This design comes from an exercise in tuning for small area, a short achievable clock period and few clock cycles on the open sky130 flow, not from production work. Function was checked by simulation only, so behaviour that the tests miss may differ from the original.

==> flow/design.v, too long to show whole: its modules and the start of the top module <==
// module Milestone1: 988 lines
module Milestone1 (
	input  logic        Clock,
	input  logic        Resetn,
	input  logic        Enable,
	output logic [17:0] SRAM_address,
	input  logic [15:0] SRAM_read_data,
	output logic [15:0] SRAM_write_data,
	output logic        SRAM_we_n
);
  // ...
==> flow/flow/run.sh <==
#!/bin/bash
set -euo pipefail
sed 's/SETUP_SLACK_MARGIN=5 /SETUP_SLACK_MARGIN=8.6 /' standard.sh > standard_margin.sh
grep -q 'SETUP_SLACK_MARGIN=8.6 ' standard_margin.sh
bash standard_margin.sh > standard_margin.log 2>&1
==> flow/standard.sh <==
#!/bin/bash
# synth_recipe.tcl (not shown) runs the flow's synth.tcl, then flattens the netlist and writes it again
# the make line also repeats each setting of config.mk as NAME=value (left out here)
make -C /OpenROAD-flow-scripts/flow DESIGN_CONFIG=/design/flow/config.mk WORK_HOME=/design/flow/orfs CLKGATE_MAP_FILE= SYNTH_SCRIPT=/design/flow/synth_recipe.tcl "${@:-finish}"
==> flow/config.mk <==
export PLATFORM = sky130hd
export DESIGN_NAME = Milestone1
export DESIGN_NICKNAME = Milestone1
export VERILOG_FILES = /design/flow/design.v
export SDC_FILE = /design/flow/constraint.sdc
export NUM_CORES = 4
export LEC_CHECK = 0
export CAP_MARGIN = 20
export CORE_MARGIN = 2
export CORE_UTILIZATION = 60
export CTS_CLUSTER_DIAMETER = 100
export CTS_CLUSTER_SIZE = 24
export PLACE_DENSITY = 0.75
export SETUP_SLACK_MARGIN = 5
export SLEW_MARGIN = 20
==> flow/constraint.sdc <==
create_clock -name core_clock -period 12.0 [get_ports {Clock}]
set_input_delay 2.4000 -clock core_clock [delete_from_list [all_inputs] [get_ports {Clock}]]
set_output_delay 2.4000 -clock core_clock [all_outputs]
set_load 0.01 [all_outputs]
==> notes.md, run 1 <==
- CTS tree: yes
- Multiplexer share of the synthesized area: 0.0447
- Critical Path End: cg$_DFF_P_
- Drt drc: 0
- Met3 routed WL: 3710 um
- Met2 routed WL: 26700 um
- Die area: 43600 sq um
- Xor and xnor area share after synthesis: 0.0303
- Root buffer cell: clkbuf_16
- Footprint of the multi-input gates: 13800 sq um
- Largest net degree at the start of global routing: 50
- Largest regs: wU: 48 flops, wV: 48 flops
- Hold Path Origin: wV[3][0]$_DFFE_PP_
- Run status: timing/DRC/antenna clean
- CLK BUF: 35
- Placed cell area: 26300 sq um
- Vias in the first global route: 16500
- Multi-Input Combinational: 1365
- Port buffer count: 53
- R2r endpoint: cg$_DFF_P_
- Synthesis-stage register bit count: 399
- Min-Delay Endpoint: wV[2][0]$_DFFE_PP_
- H-tree levels: 1
- Commonest cells after routing, fill and taps aside: inv_1 (396), fa_1 (247), ha_1 (215)
- Via count: 16100
- Met1 WL: 25100 um
Testbench counts, summed over its fixed seeds: cycles 1,545,712.
==> run 2: changes to the inputs <==
--- a/flow/design.v
+++ b/flow/design.v
@@ -846,29 +846,31 @@
 wire txb_153 = (txb_95 & txb_96) | (txb_95 & 1'b1) | (txb_96 & 1'b1);
 wire txb_154 = txb_97 ^ txb_98 ^ 1'b1;
 wire txb_155 = (txb_97 & txb_98) | (txb_97 & 1'b1) | (txb_98 & 1'b1);
 wire txb_156 = txb_99 ^ pu[7] ^ 1'b1;
 wire txb_157 = (txb_99 & pu[7]) | (txb_99 & 1'b1) | (pu[7] & 1'b1);
 wire [26:0] txb_a = {1'b1, txb_157, txb_155, txb_153, txb_151, txb_149, txb_147, txb_145, txb_142, txb_140, txb_137, txb_134, txb_131, txb_128, txb_126, txb_124, txb_121, txb_118, txb_116, ~txb_113, ~txb_110, ~txb_107, ~txb_104, ~txb_101, txb_100, ~pu[1], ~pu[0]};
 wire [26:0] txb_b = {1'b0, ~pu[8], txb_156, txb_154, txb_152, txb_150, txb_148, txb_146, txb_144, txb_141, txb_139, txb_136, txb_133, txb_130, txb_127, txb_125, txb_123, txb_120, txb_117, txb_115, ~txb_112, ~txb_109, ~txb_106, ~txb_103, ~pu[0], 1'b0, 1'b1};
 wire [16:0] lr = {1'b0, txr_a[15:0]} + {1'b0, txr_b[15:0]};
-wire [16:0] lg = {1'b0, txg_a[15:0]} + {1'b0, txg_b[15:0]};
+wire [12:0] lg = {1'b0, txg_a[11:0]} + {1'b0, txg_b[11:0]};    
 wire [16:0] lb = {1'b0, txb_a[15:0]} + {1'b0, txb_b[15:0]};
-logic [10:0] hra, hrb, hga, hgb, hba, hbb;
+logic [10:0] hra, hrb, hba, hbb;
+logic [14:0] hga, hgb;
 logic cr, cg, cb, Nu, Nv;
 always_ff @(posedge Clock) begin
 	hra <= txr_a[26:16]; hrb <= txr_b[26:16]; cr <= lr[16];
-	hga <= txg_a[26:16]; hgb <= txg_b[26:16]; cg <= lg[16];
+	hga <= txg_a[26:12]; hgb <= txg_b[26:12]; cg <= lg[12];
 	hba <= txb_a[26:16]; hbb <= txb_b[26:16]; cb <= lb[16];
 	Nu <= pu[8] & ~pu[7];
 	Nv <= pv[8] & ~pv[7];
 end
 wire [10:0] XR = hra + hrb + {10'd0, cr};
-wire [10:0] XG = hga + hgb + {10'd0, cg};
+wire [14:0] XGw = hga + hgb + {14'd0, cg};
+wire [10:0] XG = XGw[14:4];
 wire [10:0] XB = hba + hbb + {10'd0, cb};
 function automatic [7:0] clampc(input [10:0] x);
 	clampc = x[10] ? 8'd0 : (|x[9:8]) ? 8'd255 : x[7:0];
 endfunction
 wire [7:0] Ro = Nv ? 8'd0 : clampc(XR);
 wire [7:0] Go = (Nu | Nv) ? 8'd0 : clampc(XG);
 wire [7:0] Bo = Nu ? 8'd0 : clampc(XB);
 wire c159   = (col == 8'd159);
==> notes.md, run 2 <==
- Run status: timing/DRC/antenna clean
- Routed Antenna Nets: 0
- RSZ-0062 raised after global routing: yes
- Reg2Reg Depth: 9
- Wire per inst: 19.9 um
- Setup slack, reg-to-reg: 8.63 ns
- Starting density of the core: 0.609
- Initial DRT Pass Iterations: 5
- Post-synth ARST share: 0.00491
- Clk sinks: 407
- Cell taking the most area after synthesis: edfxtp_1
- Critical Path End: SRAM_we_n
- Post-synth EDFFs: 187
- Avg Cell Area, Syn: 11.5 sq um
- Width of the die: 211 um
- Drt drc: 0 (unchanged)
- Share of the synthesized area in the top cell type: 0.219
- Crit. path cell count: 1
- R2r endpoint: cr$_DFF_P_
- Core footprint: 42000 sq um
- Startpoint types: register
- CP top delay family: flip-flops
- Slew @ Worst Pin: 0.991 ns
- Largest regs: wU: 48 flops, wV: 48 flops
- Crit end category: output pin
- Top cells by count, synth: inv_1 (396), fa_1 (246), ha_1 (222)
- Die area: 44400 sq um (+1.7%)
- Starting DRT DRC Count: 1182
- Largest stage delay, worst path: 0.55 ns
- I/O pins: 54
- Final nets: 2815
- Largest family of logic cells by synthesized area: adder cells
- CP Buf/Inv Count: 1
- CTS tree: yes
- MaxCap Viol Count: 0
- Area fraction in compound gates after synthesis: 0.0907
- Register area share after synthesis: 0.392
- Ys Warns: 3
- Cell Chain, Critical Path: buf_6
- Most numerous cell in the Yosys netlist: inv_1
- Detailed Route WL: 57300 um
- Xor and xnor area share after synthesis: 0.0325 (+0.00222)
- Distinct cell type count of the synthesized netlist: 96
- Mapped cell area: 25600 sq um
- # setup viols final: 0
- Root buffer cell: clkbuf_16
- Worst EP required: 9.60 ns
- Clk slew on worst S/H paths: 0.10 ns
- Top post-synthesis cells by area: edfxtp_1 (22%), fa_1 (19%), dfxtp_1 (17%)
- Final period util: 0.301
- Cell Count, Final, Fillers Out: 2881
- Simple-gate portion of the synthesized area: 0.0707
- Die Y: 211 um
- Global route overflow: 0
- Tmin final: 3.61 ns
- Post-Place Cells: 2789
- Gpl congestion: 0.946
- Share of layout cells above drive strength 1: 0.132
- Vias in the first global route: 17000 (+2.8%)
- Max-slew violations: 0
- Worst path slowest cell: dfstp_2
- Commonest non-fill, non-tap cell in the layout: inv_1
- Reg2Reg Launch Point: py[4]$_DFF_P_
- Skew final: 0.0221 ns
- Total GRT Usage: 0.264
- Max FO, Critical Path: 1
- Worst EP arrival: 1.21 ns
- Worst-Skew Late Latency: 0.57 ns
- Antenna cells: 0
- Mean number of vias per cell: 5.66
- Critical path type: reg2out
- Final Hold Viols: 0
- HP Class: reg2reg
- Final TNS setup: 0 ns
- Commonest cells after routing, fill and taps aside: inv_1 (388), fa_1 (245), ha_1 (218)
- Worst setup path start: SRAM_we_n$_DFF_PN1_
- Initial antenna violation count: 2
- Hold Buf Count CTS: 0
- Post-Synth Adder-Cell Area: 0.301
- Area grow syn2layout: 9.08%
- Synthesis-stage register bit count: 407 (+2.0%)
- Max Freq: 277 MHz
- First-pass GRT wire length: 90700 um
- Largest net degree at the start of global routing: 50 (unchanged)
- CTS buffer count: 21
- Slew HR: 0.338
- DP HPWL: 43900 um
- Multiplexer share of the synthesized area: 0.0458 (+0.00109)
- Port buffer count: 53 (unchanged)
- Mapped Nets: 2723
- Post-Synthesis Cells: 2236
- Ys flop type: dfxtp_1
- Num rows: 75
- Hold Path Origin: wU[3][7]$_DFFE_PP_
- H-tree levels: 1 (unchanged)
- Via count: 16300 (+1.2%)
- Clock tree buffer depth: 3
-- run 2: kinds of logic after synthesis --
group	count (synthesis)
adders and majority gates	468
buffers and inverters	448
DFF	407
AOI/OAI and AO/OA	359
and+or+nand+nor	351
muxes	108
xor gates and xnor gates	95
-- run 2: layout make-up --
class / count / area [sq um]
Clock buffer: 32 / 567
Clock inverter: 5 / 40.0
Fill cell: 3228 / 14100
Inverter: 396 / 1510
Multi-Input combinational cell: 1381 / 14100
Sequential cell: 407 / 10100
Tap cell: 539 / 674
Timing Repair Buffer: 120 / 932
Timing Repair inverter: 1 / 5.00
-- run 2: worst min-delay path by stage --
| stage | end | depth (start not counted) | slack, ns |
|---|---|---|---|
| after CTS | wV[0][5]$_DFFE_PP_ | 0 | 0.45 |
| after global placement | wV[2][7]$_DFFE_PP_ | 0 | 0.42 |
| after global routing | wV[2][6]$_DFFE_PP_ | 0 | 0.46 |
| after detailed placement | wU[2][2]$_DFFE_PP_ | 0 | 0.43 |
| after floorplan | first$_SDFFE_PN1P_ | 2 | 0.42 |
| final | wU[2][7]$_DFFE_PP_ | 0 | 0.45 |
-- run 2: repair_timing --
action / CTS / global route
hold endpoints to repair: 0 / 0
endpoints found under the setup margin: 93 / 92
gates cloned: 1 / 0
pin swaps: 11 / 21
setup buffers: 15 / 39
resized for setup: 214 / 54
-- run 2: stage by stage --
step                setup slack (ns)  area, sq um  hold slack [ns]   util
floorplan                       8.61        25600            0.418      -
global placement                8.26        26700            0.422  0.635
detailed placement              8.15        26700            0.432  0.635
CTS                             8.37        27500            0.453  0.653
global route                    8.36        27900            0.462  0.665
finish                          8.39        27900            0.449  0.665
-- run 2: per-layer routing --
layer / GRT usage / wire length [um] / vias to the layer above
li1: - / - / 7681
met5: 0 / 11 / -
met1: 0.354 / 24700 / 8047
met2: 0.450 / 27800 / 454
met3: 0.0335 / 2990 / 111
met4: 0.0823 / 1750 / 2
Testbench counts of run 2, summed over its fixed seeds: cycles 1,545,712.
==> run 3: changes to the inputs <==
==> flow/flow/run.sh (replaced) <==
#!/bin/bash
set -euo pipefail
sed 's/SETUP_SLACK_MARGIN=5 /SETUP_SLACK_MARGIN=8.4 /' standard.sh > standard_margin.sh
grep -q 'SETUP_SLACK_MARGIN=8.4 ' standard_margin.sh
bash standard_margin.sh > standard_margin.log 2>&1
==> notes.md, run 3 <==
- Run status: timing/DRC/antenna clean
- Area grow syn2layout: 7.85%
- Top post-synthesis cells by area: edfxtp_1 (22%), fa_1 (19%), dfxtp_1 (17%)
- WHS: 0.447 ns (-0.00221 ns)
- Worst EP arrival: 1.20 ns (about the same)
- Worst EP required: 9.60 ns (about the same)
- Skew final: 0.0211 ns (-0.000952 ns)
- Clk slew on worst S/H paths: 0.10 ns (about the same)
- Reg2Reg Depth: 18 (+9)
- Startpoint types: register
- Ys flop type: dfxtp_1
- Final Hold Viols: 0 (unchanged)
- Wire per inst: 19.1 um (-3.7%)
- Commonest non-fill, non-tap cell in the layout: inv_1
- Slew HR: 0.324 (-0.0138)
- CTS buffer count: 21 (unchanged)
- Mapped cell area: 25600 sq um (unchanged)
- Max-slew violations: 0 (unchanged)
- Initial antenna violation count: 3 (+1)
- Final nets: 2788 (-0.96%)
- HP Class: reg2reg
- Cell Count, Final, Fillers Out: 2855 (-0.90%)
- Die area: 44400 sq um (unchanged)
- Hold path cells: 0 (unchanged)
- Max Freq: 278 MHz (+0.39%)
- RSZ-0062 raised after global routing: yes
- Largest net degree at the start of global routing: 50 (unchanged)
- Most numerous cell in the Yosys netlist: inv_1
- Footprint of the multi-input gates: 14000 sq um (-0.90%)
- Global route overflow: 0 (unchanged)
- Width of the die: 211 um (unchanged)
- CP top delay family: flip-flops
- Post-Synthesis Cells: 2236 (unchanged)
- Post-Place Cells: 2795 (+0.22%)
- # setup viols final: 0 (unchanged)
- Routed Antenna Nets: 0 (unchanged)
- Port buffer count: 53 (unchanged)
- Post-synth EDFFs: 187 (unchanged)
- Antenna cells: 0 (unchanged)
- Crit end category: output pin
- Ys Warns: 3 (unchanged)
- Final period util: 0.300 (-0.00118)
- Largest stage delay, worst path: 0.54 ns (about the same)
- MaxCap Viol Count: 0 (unchanged)
- Worst path slowest cell: dfstp_2
- Tmin final: 3.60 ns (-0.0142 ns)
- H-tree levels: 1 (unchanged)
- Mean number of vias per cell: 5.64 (-0.37%)
- Storage cell area: 10100 sq um (-0.48%)
- Hold Buf Count CTS: 0 (unchanged)
- Post-layout util: 0.657 (-0.00750)
- Synthesis-stage register bit count: 407 (unchanged)
- Via count: 16100 (-1.3%)
- I/O pins: 54 (unchanged)
- Max FO, Critical Path: 1 (unchanged)
- Die Y: 211 um (unchanged)
- Vias in the first global route: 16600 (-2.0%)
- Clk sinks: 407 (unchanged)
- Worst-Skew Late Latency: 0.56 ns (about the same)
- Total GRT Usage: 0.252 (-0.0114)
- Core footprint: 42000 sq um (unchanged)
- CTS tree: yes
- Cell Chain, Critical Path: buf_6
- Clock tree buffer depth: 3 (unchanged)
- First-pass GRT wire length: 87200 um (-3.9%)
- Cell taking the most area after synthesis: edfxtp_1
- Share of layout cells above drive strength 1: 0.0950 (-0.0374)
- Top cells by count, synth: inv_1 (396), fa_1 (246), ha_1 (222)
- Num rows: 75 (unchanged)
- Drt drc: 0 (unchanged)
- Share of the synthesized area in the top cell type: 0.219 (unchanged)
- Slew @ Worst Pin: 1.01 ns (+0.0188 ns)
- Fill cell count: 3178 (-1.5%)
- Initial DRT Pass Iterations: 5 (unchanged)
- Mapped Nets: 2723 (unchanged)
- Commonest cells after routing, fill and taps aside: inv_1 (392), fa_1 (246), ha_1 (218)
- Final TNS setup: 0 ns (unchanged)
- Post-synth ARST share: 0.00491 (unchanged)
- DP HPWL: 42800 um (-2.5%)
- Starting density of the core: 0.609 (unchanged)
- Starting DRT DRC Count: 1081 (-8.5%)
- Largest regs: wU: 48 flops, wV: 48 flops
- Distinct cell type count of the synthesized netlist: 96 (unchanged)
- CP Buf/Inv Count: 1 (unchanged)
- Register area share after synthesis: 0.392 (unchanged)
- Detailed Route WL: 54700 um (-4.6%)
- Crit. path cell count: 1 (unchanged)
- Root buffer cell: clkbuf_16
- Gpl congestion: 0.911 (-3.8%)
- Avg Cell Area, Syn: 11.5 sq um (unchanged)
- Critical path type: reg2out
## run 3: path summary, 6_finish.rpt
kind	startpoint	end	slack (ns)
worst min register to register	wU[3][4]$_DFFE_PP_	wU[2][4]$_DFFE_PP_	0.45
worst max register to register	col[0]$_SDFF_PN1_	uvoff[1]$_SDFF_PP0_	8.48
worst max-delay path	SRAM_we_n$_DFF_PN1_	SRAM_we_n	8.40
worst min-delay path	wU[3][4]$_DFFE_PP_	wU[2][4]$_DFFE_PP_	0.45
max in group asynchronous	Resetn	SRAM_we_n$_DFF_PN1_	9.82
min in group asynchronous	Resetn	busy$_DFF_PN0_	1.98
## run 3: kinds of logic after synthesis
kind of cell | after synthesis | share of synthesized area
adders and majority gates | 468 | 0.301
buffers and inverters | 448 | 0.0680
DFF | 407 | 0.392
AOI/OAI and AO/OA | 359 | 0.0907
and+or+nand+nor | 351 | 0.0707
muxes | 108 | 0.0458
xor gates and xnor gates | 95 | 0.0325
## run 3: final cells by class
class / instances / area share
multi-input cells: 1381 / 0.505
flip-flops and latches: 407 / 0.365
inverters: 396 / 0.0542
repair buffers: 94 / 0.0281
well taps: 539 / 0.0244
clock buffers: 34 / 0.0208
clock inverters: 4 / 0.00226
## run 3: repair_timing
item | CTS | global route
endpoints found under the setup margin | 44 | 56
cloned | 0 | 0
resized for setup | 81 | 56
pin swaps | 2 | 4
setup buffers | 5 | 17
## run 3: routing by layer
layer,vias to the layer above,GRT usage,wire (um)
li1,7649,-,-
met1,7865,0.332,23200
met2,468,0.431,26400
met3,105,0.0385,3110
met4,2,0.0831,1970
met5,-,0,10
## run 3: through the flow
stage          area [sq um]  setup WS (ns)
2_1_floorplan         25600           8.46
3_3_place_gp          26700           7.97
3_5_place_dp          26700           7.87
4_1_cts               27400           8.37
5_1_grt               27600           8.32
6_report              27600           8.40
==> run 4: changes to the inputs <==
==> flow/flow/run.sh (replaced) <==
#!/bin/bash
set -euo pipefail
sed 's/SETUP_SLACK_MARGIN=5 /SETUP_SLACK_MARGIN=8.2 /' standard.sh > standard_margin.sh
grep -q 'SETUP_SLACK_MARGIN=8.2 ' standard_margin.sh
bash standard_margin.sh > standard_margin.log 2>&1
==> notes.md, run 4 <==
- Max FO, Critical Path: 1 (unchanged)
- HP Class: reg2reg
- Share of layout cells above drive strength 1: 0.0768 (-0.0182)
- Initial DRT Pass Iterations: 5 (unchanged)
- Drt drc: 0 (unchanged)
- Wire per inst: 19.2 um (+0.16%)
- Mapped Nets: 2723 (unchanged)
- Final TNS setup: 0 ns (unchanged)
- Run status: timing/DRC/antenna clean
- Tmin final: 3.72 ns (+0.127 ns)
- Vias in the first global route: 16600 (-0.060%)
- RSZ-0062 raised after global routing: yes
- Commonest non-fill, non-tap cell in the layout: inv_1
- Detailed Route WL: 54500 um (-0.23%)
- # setup viols final: 0 (unchanged)
- Die Y: 211 um (unchanged)
- Synthesis-stage register bit count: 407 (unchanged)
- Clock tree buffer depth: 3 (unchanged)
- Worst EP arrival: 1.32 ns (+0.12 ns)
- Mean number of vias per cell: 5.66 (+0.43%)
- Avg Cell Area, Syn: 11.5 sq um (unchanged)
- Worst EP required: 9.60 ns (about the same)
- CTS buffer count: 21 (unchanged)
- Largest stage delay, worst path: 0.53 ns (about the same)
- Ys flop type: dfxtp_1
- Post-synth ARST share: 0.00491 (unchanged)
- Largest net degree at the start of global routing: 50 (unchanged)
- Top cells by count, synth: inv_1 (396), fa_1 (246), ha_1 (222)
- Starting density of the core: 0.609 (unchanged)
- Width of the die: 211 um (unchanged)
- Clk sinks: 407 (unchanged)
- Via count: 16100 (+0.044%)
- Crit end category: output pin
- Final Hold Viols: 0 (unchanged)
- Cell Chain, Critical Path: clkdlybuf4s15_1
- Cell taking the most area after synthesis: edfxtp_1
- CP top delay family: flip-flops
- Max Freq: 269 MHz (-3.4%)
- Core footprint: 42000 sq um (unchanged)
- H-tree levels: 1 (unchanged)
- Startpoint types: register
- Area grow syn2layout: 7.29%
- Register area share after synthesis: 0.392 (unchanged)
- Initial antenna violation count: 3 (unchanged)
- Worst-Skew Late Latency: 0.56 ns (about the same)
- Global route overflow: 0 (unchanged)
- Largest regs: wU: 48 flops, wV: 48 flops
- Post-Synthesis Cells: 2236 (unchanged)
- Clk slew on worst S/H paths: 0.09 ns (about the same)
- CTS tree: yes
- Starting DRT DRC Count: 1006 (-6.9%)
- Ys Warns: 3 (unchanged)
- Critical path type: reg2out
- Max-slew violations: 0 (unchanged)
- Cell Count, Final, Fillers Out: 2844 (-0.39%)
- Mapped cell area: 25600 sq um (unchanged)
- Die area: 44400 sq um (unchanged)
- Total GRT Usage: 0.252 (about the same)
- Commonest cells after routing, fill and taps aside: inv_1 (396), fa_1 (246), ha_1 (219)
- Post-synth EDFFs: 187 (unchanged)
- First-pass GRT wire length: 87200 um (about the same)
- Slew HR: 0.327 (+0.00286)
- Routed Antenna Nets: 0 (unchanged)
- MaxCap Viol Count: 0 (unchanged)
- Distinct cell type count of the synthesized netlist: 96 (unchanged)
- Post-layout util: 0.654 (-0.00339)
- Antenna cells: 0 (unchanged)
- Worst path slowest cell: dfstp_2
- CP Buf/Inv Count: 1 (unchanged)
- Most numerous cell in the Yosys netlist: inv_1
- Post-Place Cells: 2795 (unchanged)
- Slew @ Worst Pin: 1.01 ns (-0.00240 ns)
- Root buffer cell: clkbuf_16
- Skew final: 0.0189 ns (-0.00215 ns)
- Top post-synthesis cells by area: edfxtp_1 (22%), fa_1 (19%), dfxtp_1 (17%)
- I/O pins: 54 (unchanged)
- Num rows: 75 (unchanged)
- Port buffer count: 53 (unchanged)
- Final period util: 0.310 (+0.0106)
- Gpl congestion: 0.911 (unchanged)
- Final nets: 2777 (-0.39%)
- Share of the synthesized area in the top cell type: 0.219 (unchanged)
- DP HPWL: 42800 um (unchanged)
-- run 4: kinds of logic (layout without fill, tap and decap cells) --
logic type / count (synthesis) / count (layout) / share of synthesized area
adders and majority gates: 468 / 468 / 0.301
xor gates and xnor gates: 95 / 95 / 0.0325
muxes: 108 / 108 / 0.0458
buffers and inverters: 448 / 517 / 0.0680
and+or+nand+nor: 351 / 351 / 0.0707
AOI/OAI and AO/OA: 359 / 359 / 0.0907
DFF: 407 / 407 / 0.392
-- run 4: timing repair --
action | in CTS | in global routing
gates resized for setup | 43 | 22
pin swaps | 1 | 3
setup endpoints to repair | 41 | 7
setup buffers | 2 | 9
hold buffers | 0 | 0
-- run 4: cell type report --
type | instances | area [sq um]
multi-input combinational | 1381 | 13900
inverter | 396 | 1490
tap | 539 | 674
fill | 3205 | 14600
clock inverter | 4 | 62.6
timing repair buffer | 83 | 713
sequential | 407 | 10100
clock buffer | 34 | 574
-- run 4: metrics by stage --
| stage | hold WS [ns] | worst slack (ns) | instance area, sq um |
|---|---|---|---|
| after CTS | 0.449 | 8.17 | 27300 |
| after global placement | 0.422 | 7.97 | 26700 |
| after detailed placement | 0.428 | 7.87 | 26700 |
| after floorplan | 0.418 | 8.46 | 25600 |
| final | 0.446 | 8.28 | 27500 |
| after global routing | 0.462 | 8.16 | 27500 |
-- run 4: routing by layer --
metal	routed length, um	part of all wire	global-route usage
met3	2890	0.053	0.0385
met2	26400	0.48	0.432
met1	23300	0.43	0.331
met4	2000	0.037	0.0831
met5	12	0.00022	0
-- run 4: worst paths after layout --
path / to / start / depth (start not counted) / slack (ns)
worst max register to register: cb$_DFF_P_ / pu[5]$_DFF_P_ / 10 / 8.39
worst min register to register: wU[2][4]$_DFFE_PP_ / wU[3][4]$_DFFE_PP_ / 0 / 0.45
worst min-delay path: wU[2][4]$_DFFE_PP_ / wU[3][4]$_DFFE_PP_ / 0 / 0.45
max in group asynchronous: SRAM_we_n$_DFF_PN1_ / Resetn / 1 / 9.82
min in group asynchronous: busy$_DFF_PN0_ / Resetn / 1 / 1.98
worst max-delay path: SRAM_we_n / SRAM_we_n$_DFF_PN1_ / 1 / 8.28

re-timing with driven ports:
No port has a modelled driver above. Below, the same layouts with a new extraction and two added sets of constraints. Step 1 sets driving cells, clkbuf_16 on the clock port and buf_2 on the other inputs (assumed; they add their load-dependent delay and slew). Step 2 times the ports against the registers' clock, not the clock port: input delays grow and output delays shrink by t, the midpoint of the rising clock arrivals with the driver on. Three values: ideal ports, drivers, drivers and shift; two values: the first two.
run | t (ns) | setup slack, ns | latest minus earliest clock arrival (ns) | worst register clock-pin slew, ns | cell pins on the clock port's net
run 1 | 0.607 | 8.289 / 8.289 / 8.289 | 0.022 / 0.022 | 0.10 / 0.10 | 1
run 2 | 0.611 | 8.391 / 8.337 / 8.552 | 0.024 / 0.025 | 0.10 / 0.10 | 1
run 3 | 0.611 | 8.405 / 8.345 / 8.479 | 0.021 / 0.021 | 0.10 / 0.10 | 1
run 4 | 0.609 | 8.278 / 8.222 / 8.388 | 0.020 / 0.020 | 0.10 / 0.10 | 1
After both steps setup and hold are still met in every run listed.
